Context: an optimization exercise on an open-source flow, tuned for small area, a short achievable clock period and few clock cycles per item. The choices shown serve that exercise and are no tape-out recipe. In this exercise RTL edits were held to simulation tests only and were not proved equivalent to the original. No activity file was given, so power comes from the tool's default toggle rates.

Setup of 07-10:
// JAM
module JAM (
    input CLK,
    input RST,
    output reg [2:0] W,
    output reg [2:0] J,
    input [6:0] Cost,
    output reg [3:0] MatchCount,
    output reg [9:0] MinCost,
    output reg Valid );
localparam [3:0] S_SCAN = 4'd0,   
                 S_WAIT = 4'd1,   
                 S_A0   = 4'd3,   
                 S_ADJ  = 4'd4,   
                 S_PRU  = 4'd5,   
                 S_DINI = 4'd6,   
                 S_DFS  = 4'd7,   
                 S_DONE = 4'd8;
localparam [1:0] T_NONE = 2'd0, T_SCAN = 2'd1, T_ADJ = 2'd2, T_A0 = 2'd3;
reg [3:0]  cs;
reg [1:0]  dcnt;
reg        fix;           
reg        wz;            
reg        adj_end;
reg        aug;           
reg [7:0]  wv   [0:7];    
reg [7:0]  mv   [0:7];    
reg [2:0]  way  [0:7];    
reg [2:0]  p    [0:7];    
reg [7:0]  mt;            
reg [7:0]  used;          
reg [2:0]  row;           
reg [3:0]  j0;            
reg [6:0]  dl;            
reg [9:0]  base;          
reg [7:0]  best;          
reg [2:0]  j1;            
reg [2:0]  jj;            
reg [1:0]  s1_tag;
reg [9:0]  s1_cb;         
reg [7:0]  s1_w;          
reg [7:0]  s1_corr;       
reg        s1_wb;
reg [2:0]  s1_col;
reg [1:0]  s2_tag;
reg [7:0]  s2_x;          
reg [7:0]  s2_m;
reg [2:0]  s2_col;
reg [2:0]  s2_p;          
reg        s2_mt;         
reg [2:0]  j1_p;          
reg        j1_mt;         
integer q;
function [3:0] next_free;
  input [7:0] u;
  input [3:0] from;
  integer n;
  begin
    next_free = 4'd8;
    for (n = 7; n >= 0; n = n - 1)
      if (!u[n] && n >= from) next_free = n;
  end
endfunction
function [2:0] lowest;
  input [7:0] m;
  integer n;
  begin
    lowest = 3'd0;
    for (n = 7; n >= 0; n = n - 1)
      if (m[n]) lowest = n;
  end
endfunction
function [3:0] nf_next;
  input [7:0] m;
  input [2:0] a;
  integer n;
  begin
    nf_next = 4'd8;
    for (n = 7; n >= 0; n = n - 1)
      if (m[n] && n > a) nf_next = n;
  end
endfunction
function [3:0] nf_prev;
  input [7:0] m;
  input [2:0] a;
  integer n;
  begin
    nf_prev = 4'd8;
    for (n = 0; n < 8; n = n + 1)
      if (m[n] && n < a) nf_prev = n;
  end
endfunction
function [9:0] add10c;
  input [9:0] a, b;
  input       cin;
  reg [9:0] p, g, pp, gg, p2, g2;
  integer i, d;
  begin
    p = a ^ b;
    g = a & b;
    g[0] = g[0] | (p[0] & cin);
    pp = p;
    gg = g;
    for (d = 1; d < 10; d = d * 2) begin
  ...
Size: about 23000 µm² of cells after synthesis.
make LEC_CHECK=0 CAP_MARGIN=20 CORE_MARGIN=2 CORE_UTILIZATION=40 SLEW_MARGIN=20 finish   # period 4.0 ns
run.sh (not shown) runs the stock make flow with config.mk's settings and CLKGATE_MAP_FILE= SYNTH_SCRIPT=/design/flow/synth_recipe.tcl, a recipe that flattens the netlist after the stock synthesis.
Testbench counts of 07-10, summed over its fixed seeds: cycles 4,571, tables 18.
#### Input delta (03-01 over 07-10)
-- flow/design.v --
<<< 07-10, line 18
localparam [1:0] T_NONE = 2'd0, T_SCAN = 2'd1, T_ADJ = 2'd2, T_A0 = 2'd3;
reg [3:0]  cs;
reg [1:0]  dcnt;
reg        fix;           
reg        wz;            
>>> 03-01, line 18
localparam [1:0] T_NONE = 2'd0, T_SCAN = 2'd1, T_ADJ = 2'd2, T_A0 = 2'd3;
reg [3:0]  cs;
reg        fix;           
reg        wz;            
<<< 07-10, line 46
reg [7:0]  s2_m;
reg [2:0]  s2_col;
reg [2:0]  s2_p;          
reg        s2_mt;         
reg [2:0]  j1_p;          
reg        j1_mt;         
integer q;
function [3:0] next_free;
>>> 03-01, line 45
reg [7:0]  s2_m;
reg [2:0]  s2_col;
integer q;
function [3:0] next_free;
<<< 07-10, line 154
wire [7:0]  bestf = nlast ? nmv3 : best;
wire [2:0]  j1f   = nlast ? s2_col : j1;
wire [2:0]  j1pf  = nlast ? s2_p : j1_p;
wire        j1mtf = nlast ? s2_mt : j1_mt;
wire [2:0]  augv  = (way[jj] == jj) ? row : p[way[jj]];
wire [2:0]  p_s1  = (aug && jj == s1_col) ? augv : p[s1_col];
wire [2:0]  p_s2  = (aug && jj == s2_col) ? augv : s2_p;
wire [2:0]  p_j1  = (aug && jj == j1) ? augv : j1_p;
reg  [7:0]  pru  [0:7];
reg  [7:0]  outd, ind;
>>> 03-01, line 149
wire [7:0]  bestf = nlast ? nmv3 : best;
wire [2:0]  j1f   = nlast ? s2_col : j1;
reg  [7:0]  pru  [0:7];
reg  [7:0]  outd, ind;
<<< 07-10, line 195
  if (RST) begin
    cs <= S_SCAN;
    dcnt <= 2'd0;
    W <= 3'd0;
    J <= 3'd0;
>>> 03-01, line 184
  if (RST) begin
    cs <= S_SCAN;
    W <= 3'd0;
    J <= 3'd0;
<<< 07-10, line 225
    s2_m <= mv[s1_col];
    s2_col <= s1_col;
    s2_p <= p_s1;
    s2_mt <= mt[s1_col];
    j1_p <= p_j1;
    if (s2_tag == T_SCAN) begin
      mv[s2_col] <= nmv3;
>>> 03-01, line 213
    s2_m <= mv[s1_col];
    s2_col <= s1_col;
    if (s2_tag == T_SCAN) begin
      mv[s2_col] <= nmv3;
<<< 07-10, line 234
        best <= nmv3;
        j1 <= s2_col;
        j1_p <= p_s2;
        j1_mt <= s2_mt;
      end
    end
>>> 03-01, line 219
        best <= nmv3;
        j1 <= s2_col;
      end
    end
<<< 07-10, line 252
    if (aug) begin
      if (way[jj] == jj) begin
        p[jj] <= augv;
        row <= row + 3'd1;
        MinCost <= MinCost + {3'd0, dl};
        aug <= 1'b0;
      end else begin
        p[jj] <= augv;
        jj <= way[jj];
      end
>>> 03-01, line 235
    if (aug) begin
      if (way[jj] == jj) begin
        p[jj] <= row;
        row <= row + 3'd1;
        MinCost <= MinCost + {3'd0, dl};
        aug <= 1'b0;
      end else begin
        p[jj] <= p[way[jj]];
        jj <= way[jj];
      end
<<< 07-10, line 265
        s1_tag <= T_SCAN;
        if (nf_scan[3]) begin
          dcnt <= 2'd0;
          cs <= S_WAIT;
        end else
          J <= nf_scan[2:0];
      end
      S_WAIT: begin
        dcnt <= dcnt + 2'd1;
        if (dcnt == 2'd1 && adj_end)
          cs <= S_PRU;
        else if (dcnt == 2'd1) begin
          best <= 8'hff;
          dl <= bestf[6:0];
>>> 03-01, line 248
        s1_tag <= T_SCAN;
        if (nf_scan[3]) begin
                cs <= S_WAIT;
        end else
          J <= nf_scan[2:0];
      end
      S_WAIT: begin
        if (s1_tag == T_NONE && adj_end)
          cs <= S_PRU;
        else if (s1_tag == T_NONE) begin
          best <= 8'hff;
          dl <= bestf[6:0];
<<< 07-10, line 283
              way[q] <= q;
          end
          if (j1mtf) begin
            used <= (fix ? 8'd0 : used) | (8'd1 << j1f);
            j0 <= {1'b0, j1f};
            W <= j1pf;
            J <= j1f;
            cs <= S_A0;
>>> 03-01, line 264
              way[q] <= q;
          end
          if (mt[j1f]) begin
            used <= (fix ? 8'd0 : used) | (8'd1 << j1f);
            j0 <= {1'b0, j1f};
            W <= p[j1f];
            J <= j1f;
            cs <= S_A0;
<<< 07-10, line 321
          if (W == 3'd7) begin
            adj_end <= 1'b1;
            dcnt <= 2'd0;
            cs <= S_WAIT;
          end
        end
>>> 03-01, line 302
          if (W == 3'd7) begin
            adj_end <= 1'b1;
                    cs <= S_WAIT;
          end
        end
<<< 07-10, line 331
        mt <= outd;
        used <= ~outd;
        if (!pchg) cs <= S_DINI;
      end
      S_DINI: begin
        j1 <= nf_lo;
        best <= rrow & ~used;
        MatchCount <= (mt == 8'd0) ? 4'd1 : 4'd0;
        if (mt == 8'd0) begin
          Valid <= 1'b1;
          cs <= S_DONE;
        end else
          cs <= S_DFS;
      end
      S_DFS: begin
>>> 03-01, line 311
        mt <= outd;
        used <= ~outd;
        if (!pchg) begin
          MatchCount <= 4'd1;
          if (outd == 8'd0) begin
            Valid <= 1'b1;
            cs <= S_DONE;
          end else
            cs <= S_DINI;
        end
      end
      S_DINI: begin
        j1 <= nf_lo;
        best <= rrow & ~used;
        MatchCount <= 4'd0;
        cs <= S_DFS;
      end
      S_DFS: begin
Findings:
03-01 was carried through to the last stage, and its layout satisfied the timing, design-rule and antenna checks. Diff 07-10 -> 03-01: total routed wire length on the met1 layer now sits lower, post-synthesis compound-gate area fraction up 2.0 points, share of total power in the clock network now sits lower. Total number of sequential cells ended up about 3% lower on 03-01 than on 07-10. When 03-01 is measured against 07-10, its combinational group share of total power turns out 1.6 points higher. When 03-01 is measured against 07-10, its count of distinct cell types in the synthesized netlist turns out 14 lower.
Testbench counts of 03-01, summed over its fixed seeds: cycles 4,558, tables 18.

[afterwards: timing with drivers on the ports]
Ports are ideal in the flow. The routed layouts listed here were re-timed in OpenROAD.
Step 1: set_driving_cell puts a clkbuf_16 on CLK and a buf_2 on each other input, an assumption about the parent block.
Step 2 adds t to the input delays and takes it off the output delays; t is the mean of the earliest and latest rising clock arrival at the registers after step 1. Input paths then give back, and output paths get back, about the clock's delay inside the block.
a / b / c = no drivers / after step 1 / after step 2; a / b = the first two.
run	t (ns)	setup slack, ns	worst register clock-pin slew, ns	worst data-port slew with drivers (ns)
07-10	0.633	0.218 / 0.218 / 0.218	0.07 / 0.07	0.04
03-01	0.649	0.145 / 0.145 / 0.145	0.07 / 0.07	0.03
After both steps setup and hold are still met in every run listed.
